Background: an optimization exercise with open tools, aiming at small area. Do not read the settings as production practice. At most, simulation tests tie the RTL to the original design; equivalence was not proved. Function not checked in runs 5 and 6: the RTL went through the layout flow alone. Power is estimated from default activity; no workload was simulated.

--- flow/design.v ---
module BAUD_RATE_GEN(clk, rst, baud_tick);
input clk, rst;
output baud_tick;
localparam [9:0] POL = 10'b1010101010;
reg [9:0] r;
wire [9:0] q = r ^ POL;
wire fb = ~(q[9] ^ q[6]);
assign baud_tick = (q & 10'h3fd) == (10'h03c & 10'h3fd);
reg [9:0] qn;
always @(*)
begin
    if (rst)
        qn = 10'h200;
    else if (baud_tick)
        qn = 10'h000;
    else
        qn = {q[8:0], fb};
end
always @(posedge clk)
    r <= qn ^ POL;
endmodule
module DEBOUNCER(sys_clk, in, out);
input sys_clk, in;
output out;
localparam [23:0] POL = 24'haaaaaa;
reg [23:0] r;
wire [23:0] q = r ^ POL;
wire fb = ~(q[23] ^ q[18]);
assign out = (q & 24'hfbdfff) == (24'ha691e4 & 24'hfbdfff);
reg [23:0] qn;
always @(*)
begin
    if (!in)
        qn = 24'h800000;
    else if (out)
        qn = 24'h000000;
    else
        qn = {q[22:0], fb};
end
always @(posedge sys_clk)
    r <= qn ^ POL;
endmodule
module UART_TX(clk, rst, baud_tick, tx_start, data_in, tx, tx_done);
input clk, rst, baud_tick, tx_start;
input [7:0] data_in;
output reg tx;
output tx_done;
reg [3:0] ph;
reg [3:0] bc;
reg [7:0] tx_data;
wire idle = ph[3] & ~ph[2] & ph[0];
assign tx_done = idle & ~ph[1];
always @(posedge clk)
begin
    if (rst)
        ph <= 4'd11;
    else if (idle)
    begin
        if (tx_start)
            ph <= 4'd15;
    end
    else if (baud_tick && bc == 4'd15)
        ph <= ph + 4'd1;
end
always @(posedge clk)
begin
    if (idle)
        bc <= 4'd0;
    else if (baud_tick)
        bc <= bc + 4'd1;
end
always @(posedge clk)
begin
    if (idle && tx_start)
        tx_data <= data_in;
end
always @(posedge clk)
begin
    if (ph[3])
        tx <= ~(ph[2] & ph[1] & ph[0]);
    else if (baud_tick)
        tx <= tx_data[ph[2:0]];
end
endmodule
module UART_RX(clk, rst, rx, baud_tick, rx_done, data_out);
input clk, rst, rx, baud_tick;
output rx_done;
output reg [7:0] data_out;
reg [3:0] ph;
reg [3:0] bc;
reg [7:0] rx_data;
wire idle = ph[3] & ~ph[2] & ph[0];
assign rx_done = idle & ~ph[1];
wire last = baud_tick && bc == 4'd15;
always @(posedge clk)
begin
    if (rst)
        ph <= 4'd11;
    else if (idle)
        ph <= rx ? 4'd11 : 4'd15;
    else if (last)
        ph <= ph + 4'd1;
end
always @(posedge clk)
begin
    if (idle)
        bc <= 4'd8;
    else if (baud_tick)
        bc <= bc + 4'd1;
end
always @(posedge clk)
begin
    if (last && !ph[3])
        rx_data <= {rx, rx_data[7:1]};
end
always @(posedge clk)
begin
    if (rst)
        data_out <= 8'd0;
    else if (baud_tick && ph == 4'd8)
        data_out <= rx_data;
end
endmodule
module MULTI_SEG_DISP(sys_clk, rst, din, dout, AN, display_out);
input sys_clk, rst;
input [7:0] din, dout;
output [7:0] AN;
output [7:0] display_out;
localparam [16:0] PPOL = 17'h0aaaa;
reg [16:0] p;
wire [16:0] pq = p ^ PPOL;
wire pfb = ~(pq[16] ^ pq[13]);
wire step = (pq & 17'h1ffdf) == (17'h0546b & 17'h1ffdf);
reg [16:0] pn;
always @(*)
begin
    if (rst)
        pn = 17'h05de1;
    else if (step)
        pn = 17'h00000;
    else
        pn = {pq[15:0], pfb};
end
always @(posedge sys_clk)
    p <= pn ^ PPOL;
reg [2:0] c;
wire [2:0] sel = c + {2'b00, step};
always @(posedge sys_clk)
begin
    if (rst)
        c <= 3'd0;
    else
        c <= sel;
end
assign AN = ~(8'b00000001 << c);
reg [4:0] t1, t2;
always @(posedge sys_clk)
begin
    t1[4] <= sel[2] ^ sel[1];
    t1[3:0] <= sel[2] ? (sel[0] ? dout[7:4] : dout[3:0])
                      : (sel[0] ? din[7:4] : din[3:0]);
    t2 <= t1;
end
localparam [15:0] SEG7 = 16'h2812, SEG6 = 16'hd860, SEG5 = 16'hd004,
                  SEG4 = 16'h8492, SEG3 = 16'h02ba, SEG2 = 16'h208e,
                  SEG1 = 16'h1083;
wire [15:0] hot;
genvar h;
generate
    for (h = 0; h < 16; h = h + 1) begin : dec
        assign hot[h] = (t2[3:0] == h);
    end
endgenerate
wire [6:0] seg = {|(SEG7 & hot), |(SEG6 & hot), |(SEG5 & hot), |(SEG4 & hot),
                  |(SEG3 & hot), |(SEG2 & hot), |(SEG1 & hot)};
assign display_out = {seg | {7{t2[4]}}, 1'b1};
endmodule
module UART_TOP #(parameter data_bits=8)(sys_clk,rst,data_in,start_btn,tx,tx_done,rx,data_out,rx_done,AN,display_out);
input sys_clk,rst,start_btn;
input [data_bits-1:0] data_in;
input rx;
output tx,tx_done,rx_done;
output[data_bits-1:0] data_out;
output [7:0]AN,display_out;
wire tx_start;
wire baud_tick;
DEBOUNCER DEBOUNCING_CKT(sys_clk,start_btn,tx_start);
BAUD_RATE_GEN BAUD_GEN(sys_clk,rst,baud_tick);
UART_TX TRANSMITTER(sys_clk,rst,baud_tick,tx_start,data_in,tx,tx_done);
UART_RX RECEIVER(sys_clk,rst,rx,baud_tick,rx_done,data_out);
MULTI_SEG_DISP SEVEN_SEG_DISP(sys_clk,rst,data_in,data_out,AN,display_out);
endmodule
--- flow/flow/run.sh ---
#!/bin/bash
# Own layout flow: the standard flow with three changes.
#  1. After the standard synthesis, the combinational gates are re-mapped for
#     area with yosys/ABC (resyn.tcl, area.abc). Every register instance of
#     the standard synthesis is kept unchanged (name, cell type, nets).
#  2. Port buffers are sky130_fd_sc_hd__buf_1 (every input and output port
#     still gets its own buffer).
#  3. CTS inserts no dummy clock loads.
# Each tool's full output goes to a log file in this folder.
set -euo pipefail
WORK=$(pwd)
RES=$WORK/orfs/results/$FLOW_PLATFORM/UART_TOP/base
LIB=$FLOW_HOME/platforms/$FLOW_PLATFORM/lib/sky130_fd_sc_hd__tt_025C_1v80.lib
YOSYS=$FLOW_HOME/../tools/install/yosys/bin/yosys
[ -x "$YOSYS" ] || YOSYS=yosys

bash standard.sh synth > $WORK/log_1_standard_synth.log 2>&1

cp $RES/1_2_yosys.v $WORK/standard_1_2_yosys.v
LIB=$LIB NETLIST=$WORK/standard_1_2_yosys.v TOP=$FLOW_TOP ABC_SCRIPT=$WORK/flow/area.abc \
  OUTNET=$WORK/resyn_1_2_yosys.v $YOSYS -c $WORK/flow/resyn.tcl > $WORK/log_2_resyn_yosys.log 2>&1
cp $WORK/resyn_1_2_yosys.v $RES/1_2_yosys.v
rm -f $RES/1_synth.odb $RES/1_synth.sdc

export BUFFER_PORTS_ARGS="-buffer_cell sky130_fd_sc_hd__buf_1"
export CTS_ARGS="-sink_clustering_enable -repair_clock_nets -dont_use_dummy_load"
bash standard.sh > $WORK/log_3_standard_layout.log 2>&1
--- flow/flow/area.abc ---
strash
balance
rewrite
refactor
balance
rewrite
rewrite -z
balance
refactor -z
rewrite -z
balance
dch -f
amap
--- flow/flow/resyn.tcl ---
# Re-map the combinational logic of the standard synthesis netlist for area.
# Every register instance of the standard synthesis is kept as it is (same
# instance, cell type and nets); only the gates between registers change.
set lib $::env(LIB)
set net $::env(NETLIST)
yosys read_liberty -ignore_miss_func $lib
yosys blackbox sky130_fd_sc_hd__df* sky130_fd_sc_hd__edf* sky130_fd_sc_hd__sdf* sky130_fd_sc_hd__dl* sky130_fd_sc_hd__conb_1
yosys read_verilog $net
yosys hierarchy -top $::env(TOP)
yosys stat -liberty $lib
yosys flatten
yosys opt_clean -purge
yosys abc -liberty $lib -script $::env(ABC_SCRIPT) -dont_use *probe* -dont_use *lpflow* -dont_use *clkdly* -dont_use *dlygate* -dont_use *clkbuf* -dont_use *clkinv* -dont_use *dlymetal*
yosys opt_clean -purge
yosys hierarchy -top $::env(TOP) -purge_lib
yosys stat -liberty $lib
yosys write_verilog -noattr -nohex -nodec $::env(OUTNET)
--- flow/standard.sh ---
#!/bin/bash
# synth_recipe.tcl (not shown) runs the flow's synth.tcl, then flattens the netlist and writes it again
# the make line also repeats each setting of config.mk as NAME=value (left out here)
make -C /OpenROAD-flow-scripts/flow DESIGN_CONFIG=/design/flow/config.mk WORK_HOME=/design/flow/orfs CLKGATE_MAP_FILE= SYNTH_SCRIPT=/design/flow/synth_recipe.tcl "${@:-finish}"
--- flow/config.mk ---
export PLATFORM = sky130hd
export DESIGN_NAME = UART_TOP
export DESIGN_NICKNAME = UART_TOP
export VERILOG_FILES = /design/flow/design.v
export SDC_FILE = /design/flow/constraint.sdc
export NUM_CORES = 4
export LEC_CHECK = 0
export CAP_MARGIN = 20
export CORE_MARGIN = 2
export CORE_UTILIZATION = 40
export SLEW_MARGIN = 20
--- flow/constraint.sdc ---
create_clock -name core_clock -period 10.0 [get_ports {sys_clk}]
set_input_delay 2.0000 -clock core_clock [delete_from_list [all_inputs] [get_ports {sys_clk}]]
set_output_delay 2.0000 -clock core_clock [all_outputs]
set_load 0.01 [all_outputs]
==> flow_summary.toml, run 1 <==
[placed_design]
dp_hpwl_um = 5250
dp.cells = 508
gp_congestion = 0.854
io_buffer_count = 37

[grt]
grt_remaining_overflow = 0
grt_pass1_wl_um = 12300
grtUsageTotal_pct = 15.9
grt_max_degree = 23
grt_antenna_before_repair = 0
grt_pass1_vias = 2632

[setup_path]
worstPathRequired_ns = 8.00
crit_path_end = "tx_done"
crit_start = "TRANSMITTER.ph[0]"
worstSetupStartpointType = "flop"
crit_fanout = 6
cp-end-kind = "primary output"
critPathKind = "reg -> out"
reg2reg_slack_ns = 6.86
timing.rr.end = "SEVEN_SEG_DISP.t1[3]"
rr_worst_depth = 10
r2r_start = "SEVEN_SEG_DISP.p[13]"
critPathArrivalTime_ns = 1.71

[clock_network]
cts_setup_buffers = 0
cts_made_buffers = 9
clk_latency_ns = 0.36
cts_tree = "yes"
htree_levels = 3
clock-sinks = 105
ctsRootBufferMaster = "clkbuf_8"
path_clk_slew_ns = 0.08
cts_resized = 0
cts.hold.buffers_added = 0
clock_path_buffers = 2

[power_and_ir_drop]
power_density_nw_per_um2 = 168
p_switching_mw = 0.139
p_int_mw = 0.525
cellLeakagePower_nw = 1.47
ir_worst_vdd_mv = 0.0681
switching_share_pct = 21.0
combinationalPowerShare_pct = 3.7
clkPwrFrac_pct = 30.1
seqPwrFrac_pct = 66.2

[timing]
max_freq_mhz = 270
hold_viol_final = 0
worst_pin_slew_ns = 0.965
post-route-period-util_pct = 37.1
rsz0062_at_grt = "no"
max_slew_margin_pct = 35.0
worst_clock_skew_ns = 0.0340
setup_viol = 0
period_needed_ns = 3.71
slew_violations = 0
tns_ns = 0

[outcome]
status = "complete, no violations"

[finish]
drive_above_1_share_pct = 2.69
final_common_cell = "dfxtp_1"
area_delta_synth_final_pct = 11.6
layout_common_cells = "88 x dfxtp_1, 65 x nor2_1, 39 x inv_1, 37 x buf_1, 34 x nand2_1"
fin_cells = 517
antenna_cells = 0
layout.nets = 423

[detailed_routing]
avgRoutedWirePerCell_um = 13.8
drc_errors = 0
drtPass1Iterations = 5
finalWirelength_um = 7160
vias_per_cell = 5.25
drt_iter0_drc = 174
drtAntennaViolNets = 0
vias = 2716

[floorplanning]
num_rows = 34
io_pins = 39
coreArea_sq_um = 8680
dieArea_sq_um = 9650
fp.dieW_um = 98.2
initial_core_util_pct = 40.9
dieHeight_um = 98.2

[logic_synthesis]
syn_avg_cell_area_sq_um = 9.84
yosys_warnings = 5
synthesis.area_sq_um = 3550
syn_nets = 373
synth_cells = 361

[flow_run]
cap_violations = 0

[min_path]
hold_class = "reg -> reg"
## routing by layer
metal,track usage (%),routed length [um]
met2,25.6,3340
met1,20.1,3330
met3,5.37,371
met4,5.48,115
met5,0,0
## through the flow
| step | util, % | area, sq um | total power [mW] | hold slack (ns) | setup slack (ns) |
|---|---|---|---|---|---|
| 2_1_floorplan | - | 3550 | 0.463 | 0.310 | 6.82 |
| 3_3_place_gp | 44.2 | 3840 | 0.474 | 0.313 | 6.69 |
| 3_5_place_dp | 44.2 | 3840 | 0.474 | 0.315 | 6.65 |
| 4_1_cts | 45.7 | 3960 | 0.672 | 0.337 | 6.25 |
| 5_1_grt | 45.7 | 3960 | 0.695 | 0.335 | 6.08 |
| 6_report | 45.7 | 3960 | 0.664 | 0.332 | 6.29 |
## flip-flops by register name, indices dropped and copies added (netlist names)
register,count
SEVEN_SEG_DISP.t1,5
TRANSMITTER.tx,1
RECEIVER.ph,4
SEVEN_SEG_DISP.t2,5
TRANSMITTER.bc,4
TRANSMITTER.ph,4
DEBOUNCING_CKT.r,24
TRANSMITTER.tx_data,8
RECEIVER.bc,4
RECEIVER.data_out,8
SEVEN_SEG_DISP.p,17
SEVEN_SEG_DISP.c,3
BAUD_GEN.r,10
RECEIVER.rx_data,8
## critical path: stages, from the launching register on
cell and delay (ns):
dfxtp_1 0.35, inv_1 0.10, nor3_1 0.48, inv_1 0.14
nor2_1 0.11, buf_1 0.17
## final cells by class
cell class                 count  area (sq um)
sequential                   105          2270
fill                         876          4710
inverter                      39           146
clock buffer                   9           124
multi-input combinational    217          1130
tap                          108           135
timing repair buffer          39           154
## power by group through the flow
stage | combinational (mW) | clock [mW] | sequential (mW)
CTS | 0.0245 | 0.207 | 0.440
global placement | 0.0241 | 0 | 0.450
detailed placement | 0.0244 | 0 | 0.450
global route | 0.0276 | 0.226 | 0.441
floorplan | 0.0148 | 0 | 0.448
finish | 0.0243 | 0.200 | 0.440
## worst min-delay path by stage
stage	from	to	slack, ns	cells after the start
5_1_grt	SEVEN_SEG_DISP.t1[0]	SEVEN_SEG_DISP.t2[0]	0.33	0
4_1_cts	SEVEN_SEG_DISP.t1[4]	SEVEN_SEG_DISP.t2[4]	0.34	0
2_1_floorplan	SEVEN_SEG_DISP.t1[0]	SEVEN_SEG_DISP.t2[0]	0.31	0
6_report	SEVEN_SEG_DISP.t1[4]	SEVEN_SEG_DISP.t2[4]	0.33	0
3_5_place_dp	SEVEN_SEG_DISP.t1[4]	SEVEN_SEG_DISP.t2[4]	0.32	0
3_3_place_gp	SEVEN_SEG_DISP.t1[1]	SEVEN_SEG_DISP.t2[1]	0.31	0
==> run 2, diff against run 1 <==
--- a/flow/flow/run.sh
+++ b/flow/flow/run.sh
@@ -25,3 +25,3 @@
 export BUFFER_PORTS_ARGS="-buffer_cell sky130_fd_sc_hd__buf_1"
-export CTS_ARGS="-sink_clustering_enable -repair_clock_nets -dont_use_dummy_load"
+export CTS_ARGS="-sink_clustering_enable -repair_clock_nets -dont_use_dummy_load -sink_clustering_size 100 -sink_clustering_max_diameter 500 -buf_list sky130_fd_sc_hd__clkbuf_16"
 bash standard.sh > $WORK/log_3_standard_layout.log 2>&1
==> flow_summary.toml, run 2 <==
[finish]
reg_top3 = "DEBOUNCING_CKT.r: 24 flops, SEVEN_SEG_DISP.p: 17 flops, BAUD_GEN.r: 10 flops"
layout_common_cells = "88 x dfxtp_1, 65 x nor2_1, 39 x inv_1, 37 x buf_1, 34 x nand2_1"
top_register = "DEBOUNCING_CKT.r"
area_delta_synth_final_pct = 14.5
largest_reg_flops = 24
drive_above_1_share_pct = 2.69
final_common_cell = "dfxtp_1"
final_core_utilization_pct = 46.8
fin_area_sq_um = 4070
antenna_cells = 0
fin_cells = 517
layout.nets = 423

[detailed_routing]
avgRoutedWirePerCell_um = 13.9
drt_iter0_drc = 188
drtAntennaViolNets = 0
vias_per_cell = 5.23
vias = 2706
drc_errors = 0
drtPass1Iterations = 4
finalWirelength_um = 7190

[outcome]
status = "complete, no violations"

[logic_synthesis]
yosys_warnings = 5
syn_avg_cell_area_sq_um = 9.84
synthesis.area_sq_um = 3550
synth_cells = 361
syn_nets = 373

[clock_network]
path_clk_slew_ns = 0.06
clock_path_buffers = 2
cts.hold.buffers_added = 0
cts_tree = "yes"
clk_latency_ns = 0.34
cts_setup_buffers = 0
clock-sinks = 105
ctsRootBufferMaster = "clkbuf_16"
cts_made_buffers = 9
htree_levels = 3
cts_resized = 0

[setup_path]
rr_worst_depth = 10
critPathKind = "reg -> out"
r2r_start = "SEVEN_SEG_DISP.p[13]"
path_delay_family = "simple AND/OR/NAND/NOR gates"
max_stage_delay_ns = 0.47
critPathArrivalTime_ns = 1.69
reg2reg_slack_ns = 6.85
path_cells = "inv_1 -> nor3_1 -> inv_1 -> nor2_1 -> buf_1"
cp-end-kind = "primary output"
timing.rr.end = "SEVEN_SEG_DISP.t1[3]"
worstPathRequired_ns = 8.00
cp_num_buf_inv = 3
crit_fanout = 5
critPathMostFrequentCell = "inv_1"
worstSetupStartpointType = "flop"
cp_slowest_cell = "nor3_1"

[floorplanning]
coreArea_sq_um = 8680
num_rows = 34
fp.dieW_um = 98.2
dieArea_sq_um = 9650
dieHeight_um = 98.2
initial_core_util_pct = 40.9
io_pins = 39

[timing]
tns_ns = 0
worst_clock_skew_ns = 0.0230
whs_ns = 0.327
worst_pin_slew_ns = 0.971
setup_viol = 0
post-route-period-util_pct = 36.9
hold_viol_final = 0
worst_slack_ns = 6.31
max_freq_mhz = 271
max_slew_margin_pct = 34.6
period_needed_ns = 3.69
slew_violations = 0
rsz0062_at_grt = "no"

[placed_design]
dp.cells = 508
io_buffer_count = 37
gp_congestion = 0.854
pre_cts_slack_ns = 6.65
placed_cell_area_sq_um = 3840
dp_hpwl_um = 5250

[power_and_ir_drop]
finalPower_mw = 0.752
power_density_nw_per_um2 = 185
ir_worst_vdd_mv = 0.102
cellLeakagePower_nw = 1.52

[min_path]
whs_path_depth = 0
min_from = "SEVEN_SEG_DISP.t1[4]"
hold_class = "reg -> reg"
min_to = "SEVEN_SEG_DISP.t2[4]"

[grt]
grtUsageTotal_pct = 15.9
grt_pass1_vias = 2626
grt_antenna_before_repair = 0
grt_remaining_overflow = 0
grt_max_degree = 23
grt_pass1_wl_um = 12300

[flow_run]
cap_violations = 0
-- run 2: changes by cell type in the layout (fill, tap and decap cells not counted) --
cell / delta
clkbuf_8: -9
clkbuf_16: +9
-- run 2: per-layer routing --
metal | wire, um | GRT usage, %
met2 | 3380 | 26.0
met4 | 85 | 4.95
met1 | 3390 | 20.3
met5 | 0 | 0
met3 | 328 | 5.08
-- run 2: worst max path at each step --
stage | startpoint | to | slack, ns | cells after the start
2_1_floorplan | SEVEN_SEG_DISP.t2[0] | display_out[4] | 6.82 | 4
3_3_place_gp | TRANSMITTER.ph[3] | tx_done | 6.69 | 5
3_5_place_dp | TRANSMITTER.ph[0] | tx_done | 6.65 | 5
4_1_cts | TRANSMITTER.ph[0] | tx_done | 6.28 | 5
5_1_grt | TRANSMITTER.ph[3] | tx_done | 6.11 | 5
6_report | TRANSMITTER.ph[3] | tx_done | 6.31 | 5
-- run 2: layout make-up --
type	instances	area, sq um
fill	856	4610
sequential	105	2270
multi-input combinational	217	1130
clock buffer	9	225
timing repair buffer	39	154
inverter	39	146
tap	108	135
-- run 2: where the power goes --
group / leakage, nW / switching, mW / internal [mW]
Combinational: 0.536 / 0.0158 / 0.00837
Clock: 0.111 / 0.129 / 0.159
Sequential: 0.871 / 0.00452 / 0.436
Total: 1.52 / 0.149 / 0.603
==> run 3, diff against run 2 <==
--- a/flow/flow/run.sh
+++ b/flow/flow/run.sh
@@ -25,3 +25,3 @@
 export BUFFER_PORTS_ARGS="-buffer_cell sky130_fd_sc_hd__buf_1"
-export CTS_ARGS="-sink_clustering_enable -repair_clock_nets -dont_use_dummy_load -sink_clustering_size 100 -sink_clustering_max_diameter 500 -buf_list sky130_fd_sc_hd__clkbuf_16"
+export CTS_ARGS="-sink_clustering_enable -repair_clock_nets -dont_use_dummy_load -root_buf sky130_fd_sc_hd__clkbuf_8 -buf_list sky130_fd_sc_hd__clkbuf_4 -sink_clustering_size 12 -sink_clustering_max_diameter 60"
 bash standard.sh > $WORK/log_3_standard_layout.log 2>&1
==> flow_summary.toml, run 3 <==
[detailed_routing]
vias_per_cell = 5.25
avgRoutedWirePerCell_um = 13.8
drtPass1Iterations = 5
drtAntennaViolNets = 0
drt_iter0_drc = 174
vias = 2716
drc_errors = 0
finalWirelength_um = 7160

[power_and_ir_drop]
ir_worst_vdd_mv = 0.0681
finalPower_mw = 0.664
cellLeakagePower_nw = 1.47
power_density_nw_per_um2 = 168

[timing]
worst_clock_skew_ns = 0.0340
tns_ns = 0
max_freq_mhz = 270
max_slew_margin_pct = 35.0
worst_pin_slew_ns = 0.965
setup_viol = 0
rsz0062_at_grt = "no"
post-route-period-util_pct = 37.1
hold_viol_final = 0
slew_violations = 0
period_needed_ns = 3.71

[clock_network]
cts_setup_buffers = 0
cts.hold.buffers_added = 0
cts_tree = "yes"
clock_path_buffers = 2
clk_latency_ns = 0.36
clock-sinks = 105
htree_levels = 3
cts_resized = 0
ctsRootBufferMaster = "clkbuf_8"
path_clk_slew_ns = 0.08
cts_made_buffers = 9

[floorplanning]
dieArea_sq_um = 9650
num_rows = 34
initial_core_util_pct = 40.9
dieHeight_um = 98.2
fp.dieW_um = 98.2
coreArea_sq_um = 8680
io_pins = 39

[setup_path]
reg2reg_slack_ns = 6.86
rr_worst_depth = 10
worstPathRequired_ns = 8.00
crit_fanout = 6
cp-end-kind = "primary output"
critPathArrivalTime_ns = 1.71
critPathKind = "reg -> out"
r2r_start = "SEVEN_SEG_DISP.p[13]"
worstSetupStartpointType = "flop"
timing.rr.end = "SEVEN_SEG_DISP.t1[3]"

[placed_design]
io_buffer_count = 37
dp_hpwl_um = 5250
gp_congestion = 0.854

[min_path]
whs_path_depth = 0
min_from = "SEVEN_SEG_DISP.t1[4]"
hold_class = "reg -> reg"
min_to = "SEVEN_SEG_DISP.t2[4]"

[grt]
grt_pass1_wl_um = 12300
grt_max_degree = 23
grtUsageTotal_pct = 15.9
grt_pass1_vias = 2632
grt_remaining_overflow = 0
grt_antenna_before_repair = 0

[logic_synthesis]
syn_avg_cell_area_sq_um = 9.84
synth_cells = 361
synthesis.area_sq_um = 3550
yosys_warnings = 5
syn_nets = 373

[outcome]
status = "complete, no violations"

[finish]
drive_above_1_share_pct = 2.69
layout.nets = 423
final_common_cell = "dfxtp_1"
reg_top3 = "DEBOUNCING_CKT.r: 24 flops, SEVEN_SEG_DISP.p: 17 flops, BAUD_GEN.r: 10 flops"
largest_reg_flops = 24
area_delta_synth_final_pct = 11.6
layout_common_cells = "88 x dfxtp_1, 65 x nor2_1, 39 x inv_1, 37 x buf_1, 34 x nand2_1"
antenna_cells = 0
top_register = "DEBOUNCING_CKT.r"

[flow_run]
cap_violations = 0
==> run 3: critical path, stage by stage, from the launching register on <==
cell,delay (ns)
dfxtp_1,0.35
inv_1,0.10
nor3_1,0.48
inv_1,0.14
nor2_1,0.11
buf_1,0.17
==> run 3: metrics by stage <==
step	hold WS [ns]	setup WS (ns)	std cells	cell area, sq um	utilization (%)
after floorplan	0.310	6.82	361	3550	-
after CTS	0.337	6.25	517	3960	45.7
after global placement	0.313	6.69	508	3840	44.2
after detailed placement	0.315	6.65	508	3840	44.2
after global routing	0.335	6.08	517	3960	45.7
final	0.332	6.29	517	3960	45.7
==> run 3: final cells by class <==
cell class	count	area, sq um
clock buffers	9	124
fillers	876	4710
inverters	39	146
multi-input cells	217	1130
flip-flops and latches	105	2270
well taps	108	135
repair buffers	39	154
==> run 3: where the power goes <==
part | internal, mW | switching, mW
combinational | 0.00837 | 0.0159
sequential | 0.435 | 0.00451
clock | 0.0810 | 0.119
==> run 3: worst max path at each step <==
stage	end	slack (ns)	start	cells past startpoint
after detailed placement	tx_done	6.65	TRANSMITTER.ph[0]	5
after CTS	tx_done	6.25	TRANSMITTER.ph[0]	5
after global placement	tx_done	6.69	TRANSMITTER.ph[3]	5
final	tx_done	6.29	TRANSMITTER.ph[0]	5
after global routing	tx_done	6.08	TRANSMITTER.ph[3]	5
after floorplan	display_out[4]	6.82	SEVEN_SEG_DISP.t2[0]	4
==> run 3: metal layers <==
metal	routed length [um]	global-route usage (%)
met4	115	5.48
met3	371	5.37
met2	3340	25.6
met5	0	0
met1	3330	20.1
==> run 4, diff against run 3 <==
--- a/flow/flow/run.sh
+++ b/flow/flow/run.sh
@@ -25,3 +25,3 @@
 export BUFFER_PORTS_ARGS="-buffer_cell sky130_fd_sc_hd__buf_1"
-export CTS_ARGS="-sink_clustering_enable -repair_clock_nets -dont_use_dummy_load -root_buf sky130_fd_sc_hd__clkbuf_8 -buf_list sky130_fd_sc_hd__clkbuf_4 -sink_clustering_size 12 -sink_clustering_max_diameter 60"
+export CTS_ARGS="-sink_clustering_enable -repair_clock_nets -dont_use_dummy_load -buf_list {sky130_fd_sc_hd__clkbuf_2 sky130_fd_sc_hd__clkbuf_4 sky130_fd_sc_hd__clkbuf_8}"
 bash standard.sh > $WORK/log_3_standard_layout.log 2>&1
==> flow_summary.toml, run 4 <==
[detailed_routing]
finalWirelength_um = 7160
vias_per_cell = 5.25
drtPass1Iterations = 5
drtAntennaViolNets = 0
avgRoutedWirePerCell_um = 13.8
drc_errors = 0
vias = 2716
drt_iter0_drc = 174

[timing]
tns_ns = 0
period_needed_ns = 3.71
setup_viol = 0
worst_pin_slew_ns = 0.965
max_freq_mhz = 270
max_slew_margin_pct = 35.0
slew_violations = 0
worst_slack_ns = 6.29
rsz0062_at_grt = "no"
hold_viol_final = 0
post-route-period-util_pct = 37.1
worst_clock_skew_ns = 0.0340

[floorplanning]
coreArea_sq_um = 8680
initial_core_util_pct = 40.9
num_rows = 34
dieArea_sq_um = 9650
fp.dieW_um = 98.2
io_pins = 39
dieHeight_um = 98.2

[placed_design]
dp.cells = 508
io_buffer_count = 37
pre_cts_slack_ns = 6.65
gp_congestion = 0.854
dp_hpwl_um = 5250

[power_and_ir_drop]
ir_worst_vdd_mv = 0.0681
cellLeakagePower_nw = 1.47
power_density_nw_per_um2 = 168

[finish]
layout_common_cells = "88 x dfxtp_1, 65 x nor2_1, 39 x inv_1, 37 x buf_1, 34 x nand2_1"
nFillCells = 876
top_register = "DEBOUNCING_CKT.r"
drive_above_1_share_pct = 2.69
largest_reg_flops = 24
final_common_cell = "dfxtp_1"
layout.nets = 423
antenna_cells = 0
area_delta_synth_final_pct = 11.6
seq_area_sq_um = 2270
reg_top3 = "DEBOUNCING_CKT.r: 24 flops, SEVEN_SEG_DISP.p: 17 flops, BAUD_GEN.r: 10 flops"
multiInputGateArea_sq_um = 1130
fin_cells = 517

[setup_path]
max_stage_delay_ns = 0.48
worstSetupStartpointType = "flop"
worstPathRequired_ns = 8.00
crit_fanout = 6
rr_worst_depth = 10
cp_slowest_cell = "nor3_1"
critPathKind = "reg -> out"
critPathMostFrequentCell = "inv_1"
critPathArrivalTime_ns = 1.71
path_cells = "inv_1 -> nor3_1 -> inv_1 -> nor2_1 -> buf_1"
cp-end-kind = "primary output"

[grt]
grt_antenna_before_repair = 0
grtUsageTotal_pct = 15.9
grt_pass1_vias = 2632
grt_pass1_wl_um = 12300
grt_max_degree = 23
grt_remaining_overflow = 0

[clock_network]
path_clk_slew_ns = 0.08
htree_levels = 3
clk_latency_ns = 0.36
cts_tree = "yes"
cts_resized = 0
cts_setup_buffers = 0
cts_made_buffers = 9
cts.hold.buffers_added = 0
clock_path_buffers = 2
clock-sinks = 105
ctsRootBufferMaster = "clkbuf_8"

[outcome]
status = "complete, no violations"

[logic_synthesis]
yosys_warnings = 5
synth_cells = 361
syn_avg_cell_area_sq_um = 9.84
syn_nets = 373
synthesis.area_sq_um = 3550

[min_path]
hold_class = "reg -> reg"
whs_path_depth = 0

[flow_run]
cap_violations = 0
==> run 4: per-layer routing <==
layer	track usage, %	routed length [um]	vias up
met5	0	0	-
met4	5.48	115	0
met3	5.37	371	15
met2	25.6	3340	83
met1	20.1	3330	1264
li1	-	-	1354
==> run 4: final timing paths <==
check                                          start              endpoint  slack (ns)
worst min register to register  SEVEN_SEG_DISP.t1[4]  SEVEN_SEG_DISP.t2[4]        0.33
worst max-delay path               TRANSMITTER.ph[0]               tx_done        6.29
worst max register to register  SEVEN_SEG_DISP.p[13]  SEVEN_SEG_DISP.t1[3]        6.86
worst min-delay path            SEVEN_SEG_DISP.t1[4]  SEVEN_SEG_DISP.t2[4]        0.33
==> run 4: power by group <==
group / switching, mW / total [mW] / internal, mW
registers: 0.00451 / 0.440 / 0.435
clock network: 0.119 / 0.200 / 0.0810
logic: 0.0159 / 0.0243 / 0.00837
total: 0.139 / 0.664 / 0.525
==> run 4: critical path, delay by kind of cell, from the launching register on <==
family | cells | cell delay (ns)
and+or+nand+nor | 2 | 0.59
DFF | 1 | 0.35
buffers and inverters | 3 | 0.41
==> run 4: final cells by class <==
| cell class | count | area share [%] |
|---|---|---|
| clock buffers | 9 | 3.13 |
| inverters | 39 | 3.69 |
| multi-input cells | 217 | 28.6 |
| flip-flops and latches | 105 | 57.3 |
| well taps | 108 | 3.41 |
| repair buffers | 39 | 3.88 |
==> run 4: metrics by stage <==
step	hold WS (ns)	area (sq um)	power [mW]	utilization [%]
2_1_floorplan	0.310	3550	0.463	-
6_report	0.332	3960	0.664	45.7
4_1_cts	0.337	3960	0.672	45.7
3_3_place_gp	0.313	3840	0.474	44.2
3_5_place_dp	0.315	3840	0.474	44.2
5_1_grt	0.335	3960	0.695	45.7
==> run 5, diff against run 4 <==
--- a/flow/design.v
+++ b/flow/design.v
@@ -50,4 +50,4 @@
 reg [7:0] tx_data;
-wire idle = ph[3] & ~ph[2] & ph[0];
-assign tx_done = idle & ~ph[1];
+wire idle = ph[3] & ~ph[1] & ph[0];
+assign tx_done = idle & ~ph[2];
 always @(posedge clk)
@@ -55,3 +55,3 @@
     if (rst)
-        ph <= 4'd11;
+        ph <= 4'd13;
     else if (idle)
@@ -73,3 +73,3 @@
 begin
-    if (idle && tx_start)
+    if (idle)
         tx_data <= data_in;
@@ -91,4 +91,4 @@
 reg [7:0] rx_data;
-wire idle = ph[3] & ~ph[2] & ph[0];
-assign rx_done = idle & ~ph[1];
+wire idle = ph[3] & ~ph[1] & ph[0];
+assign rx_done = idle & ~ph[2];
 wire last = baud_tick && bc == 4'd15;
@@ -97,5 +97,5 @@
     if (rst)
-        ph <= 4'd11;
+        ph <= 4'd13;
     else if (idle)
-        ph <= rx ? 4'd11 : 4'd15;
+        ph <= rx ? 4'd13 : 4'd15;
     else if (last)
--- a/flow/flow/run.sh
+++ b/flow/flow/run.sh
@@ -25,3 +25,3 @@
 export BUFFER_PORTS_ARGS="-buffer_cell sky130_fd_sc_hd__buf_1"
-export CTS_ARGS="-sink_clustering_enable -repair_clock_nets -dont_use_dummy_load -buf_list {sky130_fd_sc_hd__clkbuf_2 sky130_fd_sc_hd__clkbuf_4 sky130_fd_sc_hd__clkbuf_8}"
+export CTS_ARGS="-sink_clustering_enable -repair_clock_nets -dont_use_dummy_load"
 bash standard.sh > $WORK/log_3_standard_layout.log 2>&1
--- a/flow/config.mk
+++ b/flow/config.mk
@@ -9,3 +9,4 @@
 export CORE_MARGIN = 2
-export CORE_UTILIZATION = 40
+export CORE_UTILIZATION = 60
+export PLACE_DENSITY = 0.7
 export SLEW_MARGIN = 20
==> flow_summary.toml, run 5 <==
[logic_synthesis]
yosys_warnings = 5
syn_nets = 374
synthesis.area_sq_um = 3530
synth_cells = 362
syn_avg_cell_area_sq_um = 9.76

[finish]
top_register = "DEBOUNCING_CKT.r"
reg_top3 = "DEBOUNCING_CKT.r: 24 flops, SEVEN_SEG_DISP.p: 17 flops, BAUD_GEN.r: 10 flops"
layout_common_cells = "88 x dfxtp_1, 67 x nor2_1, 49 x nand2_1, 37 x buf_1, 35 x inv_1"
drive_above_1_share_pct = 2.21
layout.nets = 422
largest_reg_flops = 24
area_delta_synth_final_pct = 9.98
final_common_cell = "dfxtp_1"
antenna_cells = 0
final_core_utilization_pct = 69.3
nFillCells = 474

[detailed_routing]
drt_iter0_drc = 118
avgRoutedWirePerCell_um = 14.1
vias_per_cell = 5.45
drc_errors = 0
drtPass1Iterations = 4
vias = 2616
finalWirelength_um = 6780
drtAntennaViolNets = 0

[setup_path]
r2r_start = "BAUD_GEN.r[5]"
timing.rr.end = "RECEIVER.rx_data[0]"
cp-end-kind = "primary output"
critPathArrivalTime_ns = 1.66
worstPathRequired_ns = 8.00
worstSetupStartpointType = "flop"
crit_fanout = 4
rr_worst_depth = 6
reg2reg_slack_ns = 6.73
critPathKind = "reg -> out"

[grt]
grt_antenna_before_repair = 0
grt_pass1_vias = 2420
grtUsageTotal_pct = 22.4
grt_remaining_overflow = 0
grt_max_degree = 22
grt_pass1_wl_um = 11000

[placed_design]
dp_hpwl_um = 4940
gp_congestion = 0.820
io_buffer_count = 37

[timing]
slew_violations = 0
period_needed_ns = 3.66
tns_ns = 0
max_freq_mhz = 273
post-route-period-util_pct = 36.6
worst_clock_skew_ns = 0.0245
hold_viol_final = 0
setup_viol = 0
worst_pin_slew_ns = 1.02
max_slew_margin_pct = 31.4
rsz0062_at_grt = "no"

[outcome]
status = "complete, no violations"

[clock_network]
cts_tree = "yes"
cts_resized = 0
clock-sinks = 105
path_clk_slew_ns = 0.09
clock_path_buffers = 2
cts.hold.buffers_added = 0
cts_setup_buffers = 0
ctsRootBufferMaster = "clkbuf_8"
cts_made_buffers = 9
clk_latency_ns = 0.35
htree_levels = 3

[floorplanning]
coreArea_sq_um = 5610
dieArea_sq_um = 6520
dieHeight_um = 80.8
num_rows = 27
initial_core_util_pct = 63.0
io_pins = 39
fp.dieW_um = 80.8

[power_and_ir_drop]
power_density_nw_per_um2 = 170
cellLeakagePower_nw = 1.50
finalPower_mw = 0.662
ir_worst_vdd_mv = 0.110

[min_path]
min_to = "SEVEN_SEG_DISP.t2[1]"
hold_class = "reg -> reg"
min_from = "SEVEN_SEG_DISP.t1[1]"
whs_path_depth = 0

[flow_run]
cap_violations = 0
[run 5: changes by cell type in the layout (fill, tap and decap cells not counted), sizes merged, moves of 3 or more]
| cell | delta |
|---|---|
| nand2 | +15 |
| and3 | +4 |
| nor3 | -4 |
| or4 | -5 |
| or4b | +4 |
| o22ai | -6 |
| inv | -4 |
| a21oi | +3 |
[run 5: layout make-up]
type                            instances  area [sq um]  area share (%)
Clock buffer                            9           124            3.19
Inverter                               35           131            3.38
Multi-Input combinational cell        222          1130            29.1
Sequential cell                       105          2270            58.4
Tap cell                               72          90.1            2.32
Timing Repair Buffer                   37           139            3.57
[run 5: critical path, cell delays in order, from the launching register on]
cell,delay [ns]
dfxtp_1,0.39
inv_1,0.09
nor3_1,0.43
inv_1,0.13
nor2_1,0.11
buf_1,0.16
[run 5: worst max-delay path by stage]
stage,startpoint,end,depth (start not counted)
global route,SEVEN_SEG_DISP.t2[0],display_out[4],5
CTS,RECEIVER.ph[3],rx_done,5
detailed placement,rst,TRANSMITTER.ph[1],4
global placement,rst,TRANSMITTER.ph[1],4
floorplan,SEVEN_SEG_DISP.t2[0],display_out[4],4
finish,RECEIVER.ph[3],rx_done,5
[run 5: metal layers]
| layer | routed length (um) | global-route usage [%] | vias to the layer above |
|---|---|---|---|
| met1 | 3400 | 31.2 | 1204 |
| met5 | 0 | 0 | - |
| li1 | - | - | 1337 |
| met4 | 74 | 6.10 | 0 |
| met2 | 2950 | 33.8 | 69 |
| met3 | 362 | 7.56 | 6 |
[run 5: where the power goes]
part / internal, mW / total (mW) / switching [mW] / leakage, nW
clock network: 0.0810 / 0.197 / 0.116 / 0.0647
logic: 0.00801 / 0.0230 / 0.0150 / 0.551
registers: 0.437 / 0.442 / 0.00523 / 0.884
total: 0.526 / 0.662 / 0.136 / 1.50
[run 5: through the flow]
step | setup WS (ns) | cells | hold WS (ns) | instance area, sq um
floorplan | 6.82 | 362 | 0.310 | 3530
global placement | 6.35 | 471 | 0.310 | 3760
detailed placement | 6.32 | 471 | 0.314 | 3760
CTS | 6.31 | 480 | 0.329 | 3890
global route | 6.17 | 480 | 0.339 | 3890
finish | 6.34 | 480 | 0.327 | 3890
==> run 6, diff against run 5 <==
--- a/flow/config.mk
+++ b/flow/config.mk
@@ -9,4 +9,4 @@
 export CORE_MARGIN = 2
-export CORE_UTILIZATION = 60
-export PLACE_DENSITY = 0.7
+export CORE_UTILIZATION = 80
+export PLACE_DENSITY = 0.9
 export SLEW_MARGIN = 20
==> flow_summary.toml, run 6 <==
[logic_synthesis]
synth_cells = 362
syn_avg_cell_area_sq_um = 9.76
yosys_warnings = 5
synthesis.area_sq_um = 3530
syn_nets = 374

[finish]
final_common_cell = "dfxtp_1"
area_delta_synth_final_pct = 9.27
reg_top3 = "DEBOUNCING_CKT.r: 24 flops, SEVEN_SEG_DISP.p: 17 flops, BAUD_GEN.r: 10 flops"
final_core_utilization_pct = 89.9
layout.nets = 422
antenna_cells = 0
drive_above_1_share_pct = 2.21
layout_common_cells = "88 x dfxtp_1, 67 x nor2_1, 49 x nand2_1, 37 x buf_1, 35 x inv_1"
top_register = "DEBOUNCING_CKT.r"
largest_reg_flops = 24

[clock_network]
ctsRootBufferMaster = "clkbuf_8"
cts_setup_buffers = 0
cts_tree = "yes"
cts_resized = 0
cts.hold.buffers_added = 0
cts_made_buffers = 9
clk_latency_ns = 0.37
clock_path_buffers = 2
clock-sinks = 105
htree_levels = 3
path_clk_slew_ns = 0.06

[outcome]
status = "complete, no violations"

[timing]
rsz0062_at_grt = "no"
setup_viol = 0
slew_violations = 0
max_freq_mhz = 267
worst_slack_ns = 6.25
post-route-period-util_pct = 37.5
whs_ns = 0.328
tns_ns = 0
period_needed_ns = 3.75
worst_clock_skew_ns = 0.0299
hold_viol_final = 0
max_slew_margin_pct = 34.9
worst_pin_slew_ns = 0.967

[detailed_routing]
drt_iter0_drc = 232
avgRoutedWirePerCell_um = 16.7
drc_errors = 0
drtPass1Iterations = 5
finalWirelength_um = 7670
vias = 2842
drtAntennaViolNets = 0
vias_per_cell = 6.18

[grt]
grt_max_degree = 22
grtUsageTotal_pct = 32.6
grt_antenna_before_repair = 0
grt_pass1_vias = 2629
grt_pass1_wl_um = 12400
grt_remaining_overflow = 0

[setup_path]
worstSetupStartpointType = "flop"
timing.rr.end = "RECEIVER.rx_data[2]"
crit_fanout = 10
crit_start = "SEVEN_SEG_DISP.t2[1]"
critPathMostFrequentCell = "inv_1"
rr_worst_depth = 6
max_stage_delay_ns = 0.48
cp-end-kind = "primary output"
critPathArrivalTime_ns = 1.75
critPathKind = "reg -> out"
r2r_start = "BAUD_GEN.r[5]"
cp_slowest_cell = "dfxtp_1"
worstPathRequired_ns = 8.00
reg2reg_slack_ns = 6.53
path_cells = "inv_1 -> nor2_1 -> inv_1 -> a311o_1 -> buf_1"

[power_and_ir_drop]
power_density_nw_per_um2 = 174
ir_worst_vdd_mv = 0.142
cellLeakagePower_nw = 1.50

[min_path]
hold_class = "reg -> reg"
min_from = "SEVEN_SEG_DISP.t1[3]"
whs_path_depth = 0
min_to = "SEVEN_SEG_DISP.t2[3]"

[floorplanning]
fp.dieW_um = 70.5
io_pins = 39
initial_core_util_pct = 82.3
coreArea_sq_um = 4290
dieHeight_um = 70.5
num_rows = 24
dieArea_sq_um = 4970

[flow_run]
cap_violations = 0

[placed_design]
pre_cts_slack_ns = 6.30
io_buffer_count = 37
gp_congestion = 0.977
dp_hpwl_um = 5160
-- run 6: worst max-delay path by stage --
stage,end,cells past startpoint
finish,display_out[3],5
global route,display_out[3],5
CTS,display_out[3],5
detailed placement,TRANSMITTER.ph[1],4
global placement,TRANSMITTER.ph[1],4
floorplan,display_out[4],4
-- run 6: power by group --
group	switching [mW]	internal (mW)
combinational	0.0159	0.00804
sequential	0.00544	0.437
clock	0.123	0.0811
-- run 6: final cells by class --
class                           count  area [sq um]
Fill cell                         179           432
Tap cell                           52          65.1
Inverter                           35           131
Timing Repair Buffer               37           139
Multi-Input combinational cell    222          1130
Sequential cell                   105          2270
Clock buffer                        9           124
-- run 6: metal layers --
layer / GRT usage (%) / vias up / wire length, um / share of wire [%]
met5: 0 / - / 0 / 0
met4: 11.3 / 0 / 156 / 2.0
met2: 52.7 / 145 / 3800 / 50
met1: 41.9 / 1335 / 3080 / 40
li1: - / 1345 / - / -
met3: 9.81 / 17 / 623 / 8.1
-- run 6: through the flow --
stage | cell area, sq um | cells | total power [mW]
floorplan | 3530 | 362 | 0.465
global placement | 3740 | 451 | 0.473
detailed placement | 3740 | 451 | 0.475
CTS | 3860 | 460 | 0.668
global route | 3860 | 460 | 0.687
finish | 3860 | 460 | 0.671
-- run 6: worst max-delay path, delay by kind of cell, from the launching register on --
| kind | cells | cell delay (ns) |
|---|---|---|
| DFF | 1 | 0.48 |
| and+or+nand+nor | 1 | 0.19 |
| buffers and inverters | 3 | 0.35 |
| AOI/OAI and AO/OA | 1 | 0.39 |
==> run 7, diff against run 6 <==
--- a/flow/design.v
+++ b/flow/design.v
@@ -8,12 +8,4 @@
 assign baud_tick = (q & 10'h3fd) == (10'h03c & 10'h3fd);
-reg [9:0] qn;
-always @(*)
-begin
-    if (rst)
-        qn = 10'h200;
-    else if (baud_tick)
-        qn = 10'h000;
-    else
-        qn = {q[8:0], fb};
-end
+wire [9:0] qn = (rst) ? 10'h200 :
+                (baud_tick) ? 10'h000 : {q[8:0], fb};
 always @(posedge clk)
@@ -29,12 +21,4 @@
 assign out = (q & 24'hfbdfff) == (24'ha691e4 & 24'hfbdfff);
-reg [23:0] qn;
-always @(*)
-begin
-    if (!in)
-        qn = 24'h800000;
-    else if (out)
-        qn = 24'h000000;
-    else
-        qn = {q[22:0], fb};
-end
+wire [23:0] qn = (!in) ? 24'h800000 :
+                 (out) ? 24'h000000 : {q[22:0], fb};
 always @(posedge sys_clk)
@@ -133,12 +117,4 @@
 wire step = (pq & 17'h1ffdf) == (17'h0546b & 17'h1ffdf);
-reg [16:0] pn;
-always @(*)
-begin
-    if (rst)
-        pn = 17'h05de1;
-    else if (step)
-        pn = 17'h00000;
-    else
-        pn = {pq[15:0], pfb};
-end
+wire [16:0] pn = (rst) ? 17'h05de1 :
+                 (step) ? 17'h00000 : {pq[15:0], pfb};
 always @(posedge sys_clk)
--- a/flow/config.mk
+++ b/flow/config.mk
@@ -9,4 +9,4 @@
 export CORE_MARGIN = 2
-export CORE_UTILIZATION = 80
-export PLACE_DENSITY = 0.9
+export CORE_UTILIZATION = 60
+export PLACE_DENSITY = 0.7
 export SLEW_MARGIN = 20
==> flow_summary.toml, run 7 <==
[power_and_ir_drop]
switching_share_pct = 20.7
finalPower_mw = 0.664
clkPwrFrac_pct = 29.7
combinationalPowerShare_pct = 3.7
p_int_mw = 0.527
ir_worst_vdd_mv = 0.126
seqPwrFrac_pct = 66.6
power_density_nw_per_um2 = 171
cellLeakagePower_nw = 1.47
p_switching_mw = 0.137

[floorplanning]
initial_core_util_pct = 62.9
coreArea_sq_um = 5570
io_pins = 39
dieHeight_um = 80.5
fp.dieW_um = 80.5
num_rows = 27
dieArea_sq_um = 6470

[detailed_routing]
wl_met2_um = 2920
finalWirelength_um = 6520
drc_errors = 0
dr_wl_met3_um = 288
vias = 2622
avgRoutedWirePerCell_um = 13.6
drtPass1Iterations = 5
drt_iter0_drc = 125
drtAntennaViolNets = 0
met1_length_um = 3210
vias_per_cell = 5.49
highest_layer = "met4"

[finish]
layout_common_cells = "88 x dfxtp_1, 69 x nor2_1, 40 x nand2_1, 37 x buf_1, 35 x inv_1"
largest_reg_flops = 24
antenna_cells = 0
top_register = "DEBOUNCING_CKT.r"
final_common_cell = "dfxtp_1"
reg_top3 = "DEBOUNCING_CKT.r: 24 flops, SEVEN_SEG_DISP.p: 17 flops, BAUD_GEN.r: 10 flops"
drive_above_1_share_pct = 2.71
area_delta_synth_final_pct = 10.4
layout.nets = 420

[grt]
grt_antenna_before_repair = 0
grt_pass1_vias = 2411
grt_max_degree = 22
grt_remaining_overflow = 0
grtUsageTotal_pct = 22.0
grt_pass1_wl_um = 10800

[placed_design]
io_buffer_count = 37
pre_cts_slack_ns = 6.72
gp_congestion = 0.849
dp_hpwl_um = 4710

[timing]
tns_ns = 0
rsz0062_at_grt = "no"
worst_pin_slew_ns = 0.937
post-route-period-util_pct = 36.7
setup_viol = 0
worst_slack_ns = 6.33
hold_viol_final = 0
max_freq_mhz = 273
period_needed_ns = 3.67
slew_violations = 0
worst_clock_skew_ns = 0.0175
max_slew_margin_pct = 37.0

[setup_path]
max_stage_delay_ns = 0.49
crit_fanout = 10
cp-end-kind = "primary output"
worstPathRequired_ns = 8.00
worstSetupStartpointType = "flop"
critPathArrivalTime_ns = 1.67
path_cells = "inv_1 -> nor2_1 -> inv_1 -> a311o_1 -> buf_1"
cp_num_buf_inv = 3
critPathMostFrequentCell = "inv_1"
cp_slowest_cell = "dfxtp_1"
critPathKind = "reg -> out"
path_delay_family = "flip-flops"

[clock_network]
path_clk_slew_ns = 0.08
clock-sinks = 105
cts.hold.buffers_added = 0
htree_levels = 3
cts_tree = "yes"
ctsRootBufferMaster = "clkbuf_8"
cts_made_buffers = 9
clock_path_buffers = 2
cts_setup_buffers = 0
cts_resized = 0
clk_latency_ns = 0.35

[logic_synthesis]
synthesis.area_sq_um = 3510
syn_avg_cell_area_sq_um = 9.80
syn_nets = 370
yosys_warnings = 5
synth_cells = 358

[min_path]
hold_class = "reg -> reg"

[flow_run]
cap_violations = 0

[outcome]
status = "complete, no violations"
-- run 7: power groups by stage --
stage	clock network, mW	registers, mW	logic, mW
6_report	0.197	0.442	0.0247
2_1_floorplan	0	0.450	0.0155
3_5_place_dp	0	0.452	0.0247
4_1_cts	0.203	0.442	0.0247
3_3_place_gp	0	0.452	0.0241
5_1_grt	0.220	0.443	0.0280
-- run 7: final timing paths --
check,slack (ns),from,cells past startpoint,end
setup / recovery,6.33,SEVEN_SEG_DISP.t2[1],5,display_out[3]
hold / removal,0.33,SEVEN_SEG_DISP.t1[1],0,SEVEN_SEG_DISP.t2[1]
setup reg to reg,7.17,BAUD_GEN.r[0],6,RECEIVER.data_out[2]
hold reg to reg,0.33,SEVEN_SEG_DISP.t1[1],0,SEVEN_SEG_DISP.t2[1]
-- run 7: final cells by class --
type / count / area [sq um]
clock buffers: 9 / 124
repair buffers: 39 / 151
multi-input cells: 218 / 1100
inverters: 35 / 131
fillers: 451 / 1700
flip-flops and latches: 105 / 2270
well taps: 72 / 90.1
-- run 7: metrics by stage --
| step | hold slack (ns) | area (sq um) | cells | util (%) |
|---|---|---|---|---|
| CTS | 0.332 | 3870 | 477 | 69.4 |
| global placement | 0.311 | 3740 | 468 | 67.2 |
| detailed placement | 0.312 | 3740 | 468 | 67.2 |
| floorplan | 0.310 | 3510 | 358 | - |
| finish | 0.331 | 3870 | 478 | 69.5 |
| global route | 0.341 | 3870 | 478 | 69.5 |
-- run 7: layer usage --
metal | vias up | GRT usage, %
met5 | - | 0
met4 | 0 | 6.95
met3 | 7 | 7.42
met2 | 62 | 33.3
met1 | 1213 | 29.9
li1 | 1340 | -
==> run 8, diff against run 7 <==
--- a/flow/flow/run.sh
+++ b/flow/flow/run.sh
@@ -3,4 +3,6 @@
 #  1. After the standard synthesis, the combinational gates are re-mapped for
-#     area with yosys/ABC (resyn.tcl, area.abc). Every register instance of
-#     the standard synthesis is kept unchanged (name, cell type, nets).
+#     area with yosys/ABC (resyn.tcl with the ABC scripts area*.abc): a few
+#     rounds, each trying every script on the smallest netlist so far and
+#     keeping the smallest result. Every register instance of the standard
+#     synthesis is kept unchanged (name, cell type, nets).
 #  2. Port buffers are sky130_fd_sc_hd__buf_1 (every input and output port
@@ -18,6 +20,24 @@
 
-cp $RES/1_2_yosys.v $WORK/standard_1_2_yosys.v
-LIB=$LIB NETLIST=$WORK/standard_1_2_yosys.v TOP=$FLOW_TOP ABC_SCRIPT=$WORK/flow/area.abc \
-  OUTNET=$WORK/resyn_1_2_yosys.v $YOSYS -c $WORK/flow/resyn.tcl > $WORK/log_2_resyn_yosys.log 2>&1
-cp $WORK/resyn_1_2_yosys.v $RES/1_2_yosys.v
+cp $RES/1_2_yosys.v $WORK/resyn_0.v
+area_of() { grep "Chip area" "$1" | tail -1 | awk '{print $NF}'; }
+best=$WORK/resyn_0.v
+bestarea=1e9
+n=0
+for round in 1 2 3; do
+  start=$best
+  for s in $WORK/flow/area*.abc; do
+    n=$((n+1))
+    LIB=$LIB NETLIST=$start TOP=$FLOW_TOP ABC_SCRIPT=$s OUTNET=$WORK/resyn_$n.v \
+      $YOSYS -c $WORK/flow/resyn.tcl > $WORK/log_2_resyn_yosys_$n.log 2>&1 || continue
+    a=$(area_of $WORK/log_2_resyn_yosys_$n.log)
+    [ -n "$a" ] || continue
+    echo "round $round $(basename $s) from $(basename $start): $a" >> $WORK/log_2_resyn_summary.log
+    if awk -v a="$a" -v b="$bestarea" 'BEGIN { exit !(a < b) }'; then
+      best=$WORK/resyn_$n.v; bestarea=$a
+    fi
+  done
+  [ "$best" = "$start" ] && break
+done
+echo "chosen $(basename $best): $bestarea" >> $WORK/log_2_resyn_summary.log
+cp $best $RES/1_2_yosys.v
 rm -f $RES/1_synth.odb $RES/1_synth.sdc
==> flow/flow/area1.abc (new file) <==
strash
balance
rewrite
refactor
balance
rewrite
rewrite -z
balance
refactor -z
rewrite -z
balance
dch -f
amap
==> flow/flow/area2.abc (new file) <==
strash
balance
rewrite
refactor
balance
rewrite
rewrite -z
balance
refactor -z
rewrite -z
balance
dch -f
amap
strash
balance
rewrite
refactor
balance
rewrite
rewrite -z
balance
refactor -z
rewrite -z
balance
dch -f
amap
==> flow/flow/area3.abc (new file) <==
strash
balance
rewrite
refactor
balance
rewrite
rewrite -z
balance
refactor -z
rewrite -z
balance
dch -f
amap -F 3 -A 10
==> flow/flow/area4.abc (new file) <==
strash
dc2
balance
rewrite
refactor
balance
rewrite
rewrite -z
balance
refactor -z
rewrite -z
balance
dc2
dch -f
amap
strash
dch -f
amap
--- a/flow/config.mk
+++ b/flow/config.mk
@@ -7,3 +7,3 @@
 export LEC_CHECK = 0
-export CAP_MARGIN = 20
+export CAP_MARGIN = 0
 export CORE_MARGIN = 2
@@ -11,2 +11,2 @@
 export PLACE_DENSITY = 0.7
-export SLEW_MARGIN = 20
+export SLEW_MARGIN = 0
removed: flow/flow/area.abc
==> flow_summary.toml, run 8 <==
[outcome]
status = "complete, no violations"

[setup_path]
rr_worst_depth = 7
timing.rr.end = "SEVEN_SEG_DISP.t1[3]"
cp_slowest_cell = "dfxtp_1"
reg2reg_slack_ns = 6.99
worstSetupStartpointType = "flop"
path_cells = "inv_1 -> nor2_1 -> nor2_1 -> o311ai_0 -> buf_1"
path_delay_family = "flip-flops"
critPathMostFrequentCell = "nor2_1"
crit_start = "SEVEN_SEG_DISP.t2[3]"
r2r_start = "SEVEN_SEG_DISP.p[16]"
worstPathRequired_ns = 8.00
cp-end-kind = "primary output"
crit_fanout = 5
critPathArrivalTime_ns = 1.66
crit_cells = 5
crit_path_end = "display_out[5]"
max_stage_delay_ns = 0.40
critPathKind = "reg -> out"
cp_num_buf_inv = 2

[clock_network]
cts_tree = "yes"
path_clk_slew_ns = 0.08
cts.hold.buffers_added = 0
clk_latency_ns = 0.35
clock-sinks = 105
htree_levels = 3
cts_resized = 0
cts_made_buffers = 9
cts_setup_buffers = 0
clock_path_buffers = 2
ctsRootBufferMaster = "clkbuf_8"

[placed_design]
dp.cells = 460
pre_cts_slack_ns = 6.72
gp_congestion = 0.856
io_buffer_count = 37
dp_hpwl_um = 4790

[timing]
worst_clock_skew_ns = 0.0164
post-route-period-util_pct = 36.6
period_needed_ns = 3.66
tns_ns = 0
max_freq_mhz = 273
setup_viol = 0
slew_violations = 0
rsz0062_at_grt = "no"
hold_viol_final = 0
max_slew_margin_pct = 35.5
worst_slack_ns = 6.34
worst_pin_slew_ns = 0.957

[detailed_routing]
vias = 2599
drt_iter0_drc = 156
finalWirelength_um = 6580
drtAntennaViolNets = 0
drc_errors = 0
avgRoutedWirePerCell_um = 14.0
vias_per_cell = 5.54
drtPass1Iterations = 4

[grt]
grtUsageTotal_pct = 22.6
grt_pass1_wl_um = 11100
grt_remaining_overflow = 0
grt_antenna_before_repair = 0
grt_max_degree = 22
grt_pass1_vias = 2536

[power_and_ir_drop]
ir_worst_vdd_mv = 0.130
cellLeakagePower_nw = 1.43
power_density_nw_per_um2 = 172

[finish]
multiInputGateArea_sq_um = 1110
fin_cells = 469
area_delta_synth_final_pct = 10.5
nFillCells = 448
final_common_cell = "dfxtp_1"
reg_top3 = "DEBOUNCING_CKT.r: 24 flops, SEVEN_SEG_DISP.p: 17 flops, BAUD_GEN.r: 10 flops"
layout_common_cells = "88 x dfxtp_1, 65 x nor2_1, 38 x nand2_1, 37 x buf_1, 30 x inv_1"
top_register = "DEBOUNCING_CKT.r"
largest_reg_flops = 24
antenna_cells = 0
seq_area_sq_um = 2270
drive_above_1_share_pct = 2.77
layout.nets = 411
final_core_utilization_pct = 69.2

[floorplanning]
dieArea_sq_um = 6440
initial_core_util_pct = 62.6
num_rows = 27
fp.dieW_um = 80.3
coreArea_sq_um = 5570
dieHeight_um = 80.3
io_pins = 39

[min_path]
hold_class = "reg -> reg"

[logic_synthesis]
yosys_warnings = 5
syn_avg_cell_area_sq_um = 10.0
synth_cells = 349
syn_nets = 361
synthesis.area_sq_um = 3490

[flow_run]
cap_violations = 0
run 8: changes by cell type in the layout (fill, tap and decap cells not counted), sizes merged, moves of 2 or more:
| cell | before | now |
|---|---|---|
| inv | 35 | 30 |
| nand2 | 40 | 38 |
| nor2 | 69 | 65 |
| nor3 | 13 | 10 |
| o21ai | 14 | 10 |
| or4 | 0 | 2 |
run 8: power by group:
group	internal [mW]	switching, mW	total, mW
Sequential	0.437	0.00497	0.442
Clock	0.0809	0.116	0.197
Combinational	0.00860	0.0157	0.0243
run 8: layout make-up:
cell class,count,area share (%)
well taps,72,2.33
flip-flops and latches,105,58.9
inverters,30,2.92
clock buffers,9,3.21
repair buffers,39,3.99
multi-input cells,214,28.7
run 8: how the worst min path moves through the flow:
stage	start	to	depth (start not counted)
after floorplan	SEVEN_SEG_DISP.t1[0]	SEVEN_SEG_DISP.t2[0]	0
after global placement	SEVEN_SEG_DISP.t1[4]	SEVEN_SEG_DISP.t2[4]	0
after detailed placement	SEVEN_SEG_DISP.t1[4]	SEVEN_SEG_DISP.t2[4]	0
after CTS	SEVEN_SEG_DISP.t1[4]	SEVEN_SEG_DISP.t2[4]	0
after global routing	SEVEN_SEG_DISP.t1[2]	SEVEN_SEG_DISP.t2[2]	0
final	SEVEN_SEG_DISP.t1[4]	SEVEN_SEG_DISP.t2[4]	0
run 8: routing by layer:
metal | vias to the layer above | global-route usage [%] | share of wire, %
met3 | 6 | 8.31 | 5.0
met5 | - | 0 | 0
met1 | 1203 | 28.6 | 48
li1 | 1318 | - | -
met2 | 72 | 36.6 | 46
met4 | 0 | 6.27 | 0.70
run 8: through the flow:
stage | power [mW] | hold WS (ns) | cell area [sq um]
6_report | 0.663 | 0.331 | 3860
5_1_grt | 0.692 | 0.339 | 3860
4_1_cts | 0.671 | 0.331 | 3860
3_5_place_dp | 0.476 | 0.312 | 3730
3_3_place_gp | 0.475 | 0.314 | 3730
2_1_floorplan | 0.466 | 0.310 | 3490
==> run 9, diff against run 8 <==
--- a/flow/config.mk
+++ b/flow/config.mk
@@ -7,3 +7,3 @@
 export LEC_CHECK = 0
-export CAP_MARGIN = 0
+export CAP_MARGIN = 20
 export CORE_MARGIN = 2
@@ -11,2 +11,2 @@
 export PLACE_DENSITY = 0.7
-export SLEW_MARGIN = 0
+export SLEW_MARGIN = 20
==> flow_summary.toml, run 9 <==
[outcome]
status = "complete, no violations"

[finish]
fin_cells = 469
drive_above_1_share_pct = 2.77
antenna_cells = 0
final_common_cell = "dfxtp_1"
layout_common_cells = "88 x dfxtp_1, 65 x nor2_1, 38 x nand2_1, 37 x buf_1, 30 x inv_1"
top_register = "DEBOUNCING_CKT.r"
reg_top3 = "DEBOUNCING_CKT.r: 24 flops, SEVEN_SEG_DISP.p: 17 flops, BAUD_GEN.r: 10 flops"
area_delta_synth_final_pct = 10.5
layout.nets = 411
largest_reg_flops = 24
final_core_utilization_pct = 69.2
fin_area_sq_um = 3860

[logic_synthesis]
syn_avg_cell_area_sq_um = 10.0
syn_nets = 361
yosys_warnings = 5
synthesis.area_sq_um = 3490
synth_cells = 349

[setup_path]
worstPathRequired_ns = 8.00
path_delay_family = "flip-flops"
worstSetupStartpointType = "flop"
critPathKind = "reg -> out"
path_cells = "inv_1 -> nor2_1 -> nor2_1 -> o311ai_0 -> buf_1"
cp-end-kind = "primary output"
critPathMostFrequentCell = "nor2_1"
max_stage_delay_ns = 0.40
cp_slowest_cell = "dfxtp_1"
cp_num_buf_inv = 2
crit_fanout = 5
critPathArrivalTime_ns = 1.66

[floorplanning]
dieHeight_um = 80.3
coreArea_sq_um = 5570
initial_core_util_pct = 62.6
dieArea_sq_um = 6440
io_pins = 39
num_rows = 27
fp.dieW_um = 80.3

[timing]
max_slew_margin_pct = 35.5
whs_ns = 0.331
slew_violations = 0
rsz0062_at_grt = "no"
setup_viol = 0
tns_ns = 0
post-route-period-util_pct = 36.6
worst_clock_skew_ns = 0.0164
period_needed_ns = 3.66
hold_viol_final = 0
max_freq_mhz = 273
worst_pin_slew_ns = 0.957

[clock_network]
htree_levels = 3
cts.hold.buffers_added = 0
clock_path_buffers = 2
cts_resized = 0
cts_tree = "yes"
ctsRootBufferMaster = "clkbuf_8"
clock-sinks = 105
clk_latency_ns = 0.35
cts_setup_buffers = 0
cts_made_buffers = 9
path_clk_slew_ns = 0.08

[power_and_ir_drop]
combinationalPowerShare_pct = 3.7
power_density_nw_per_um2 = 172
switching_share_pct = 20.6
p_int_mw = 0.526
ir_worst_vdd_mv = 0.130
seqPwrFrac_pct = 66.6
clkPwrFrac_pct = 29.7
p_switching_mw = 0.137
cellLeakagePower_nw = 1.43

[placed_design]
gp_congestion = 0.856
dp.cells = 460
io_buffer_count = 37
dp_hpwl_um = 4790
placed_cell_area_sq_um = 3730

[detailed_routing]
drtAntennaViolNets = 0
drt_iter0_drc = 156
drc_errors = 0
vias_per_cell = 5.54
vias = 2599
finalWirelength_um = 6580
avgRoutedWirePerCell_um = 14.0
drtPass1Iterations = 4

[grt]
grt_max_degree = 22
grtUsageTotal_pct = 22.6
use_met2_pct = 36.6
grt_remaining_overflow = 0
grt_use_met1_pct = 28.6
grt_pass1_wl_um = 11100
grt_pass1_vias = 2536
grtUsageMet3_pct = 8.31
busiest_layer = "met2"
grt_antenna_before_repair = 0

[flow_run]
cap_violations = 0

[min_path]
hold_class = "reg -> reg"
## run 9: area by class of cell
cell class	instances	area, sq um
Clock buffer	9	124
Multi-Input combinational cell	214	1110
Tap cell	72	90.1
Sequential cell	105	2270
Inverter	30	113
Timing Repair Buffer	39	154
Fill cell	448	1720
## run 9: power by group through the flow
stage | registers (mW) | clock network [mW] | logic [mW]
after floorplan | 0.450 | 0 | 0.0153
after global placement | 0.452 | 0 | 0.0236
after detailed placement | 0.452 | 0 | 0.0243
after CTS | 0.442 | 0.204 | 0.0244
after global routing | 0.443 | 0.221 | 0.0279
final | 0.442 | 0.197 | 0.0243
## run 9: routing by layer
| layer | up-vias | part of all wire (%) |
|---|---|---|
| met2 | 72 | 46 |
| met5 | - | 0 |
| li1 | 1318 | - |
| met1 | 1203 | 48 |
| met3 | 6 | 5.0 |
| met4 | 0 | 0.70 |
## run 9: final timing paths
| check | startpoint | end | slack, ns | cells past startpoint |
|---|---|---|---|---|
| worst max-delay path | SEVEN_SEG_DISP.t2[3] | display_out[5] | 6.34 | 5 |
| worst min-delay path | SEVEN_SEG_DISP.t1[4] | SEVEN_SEG_DISP.t2[4] | 0.33 | 0 |
| worst max register to register | SEVEN_SEG_DISP.p[16] | SEVEN_SEG_DISP.t1[3] | 6.99 | 7 |
| worst min register to register | SEVEN_SEG_DISP.t1[4] | SEVEN_SEG_DISP.t2[4] | 0.33 | 0 |
## run 9: stage by stage
stage,setup WS [ns],power [mW]
floorplan,6.79,0.466
finish,6.34,0.663
global placement,6.79,0.475
global route,6.16,0.692
CTS,6.33,0.671
detailed placement,6.72,0.476
## run 9: worst register-to-register path: cells and delay by family (launching register included)
family	cells	cell delay (ns)
simple gates	3	1.38
compound gates	3	0.82
buf+inv	1	0.34
flops	1	0.32

## port drivers added, routing unchanged
The results above use ideal ports. As a check the final layouts listed here were re-extracted and re-timed, cells and wires unchanged.
Step 1, drivers: a clkbuf_16 drives sys_clk and a buf_2 each remaining input, both assumed.
Step 2 also shifts input and output timing later by t, the mid clock arrival at the registers, as if the neighbouring blocks saw the same clock.
a / b / c = no drivers / after step 1 / after step 2; a / b = the first two.
| run | t, ns | setup WS [ns] | hold slack, ns | worst register clock-pin slew, ns | worst slew at a driven data input, ns |
|---|---|---|---|---|---|
| run 1 | 0.379 | 6.295 / 6.263 / 6.642 | 0.332 / 0.332 / 0.332 | 0.10 / 0.10 | 0.04 |
| run 2 | 0.367 | 6.313 / 6.275 / 6.642 | 0.327 / 0.327 / 0.327 | 0.07 / 0.07 | 0.04 |
| run 3 | 0.379 | 6.295 / 6.263 / 6.642 | 0.332 / 0.332 / 0.332 | 0.10 / 0.10 | 0.04 |
| run 4 | 0.379 | 6.295 / 6.263 / 6.642 | 0.332 / 0.332 / 0.332 | 0.10 / 0.10 | 0.04 |
| run 5 | 0.371 | 6.343 / 6.312 / 6.313 | 0.327 / 0.327 / 0.327 | 0.09 / 0.09 | 0.04 |
| run 6 | 0.385 | 6.254 / 6.224 / 6.258 | 0.328 / 0.328 / 0.328 | 0.10 / 0.10 | 0.03 |
| run 7 | 0.375 | 6.331 / 6.302 / 6.677 | 0.331 / 0.331 / 0.331 | 0.09 / 0.09 | 0.03 |
| run 8 | 0.370 | 6.336 / 6.308 / 6.678 | 0.331 / 0.331 / 0.331 | 0.08 / 0.08 | 0.03 |
| run 9 | 0.370 | 6.336 / 6.308 / 6.678 | 0.331 / 0.331 / 0.331 | 0.08 / 0.08 | 0.03 |
After both steps setup and hold are still met in every run listed. For run 5, which loses most, drivers alone change the setup slack by -0.031 ns; drivers and shift together by -0.030 ns.
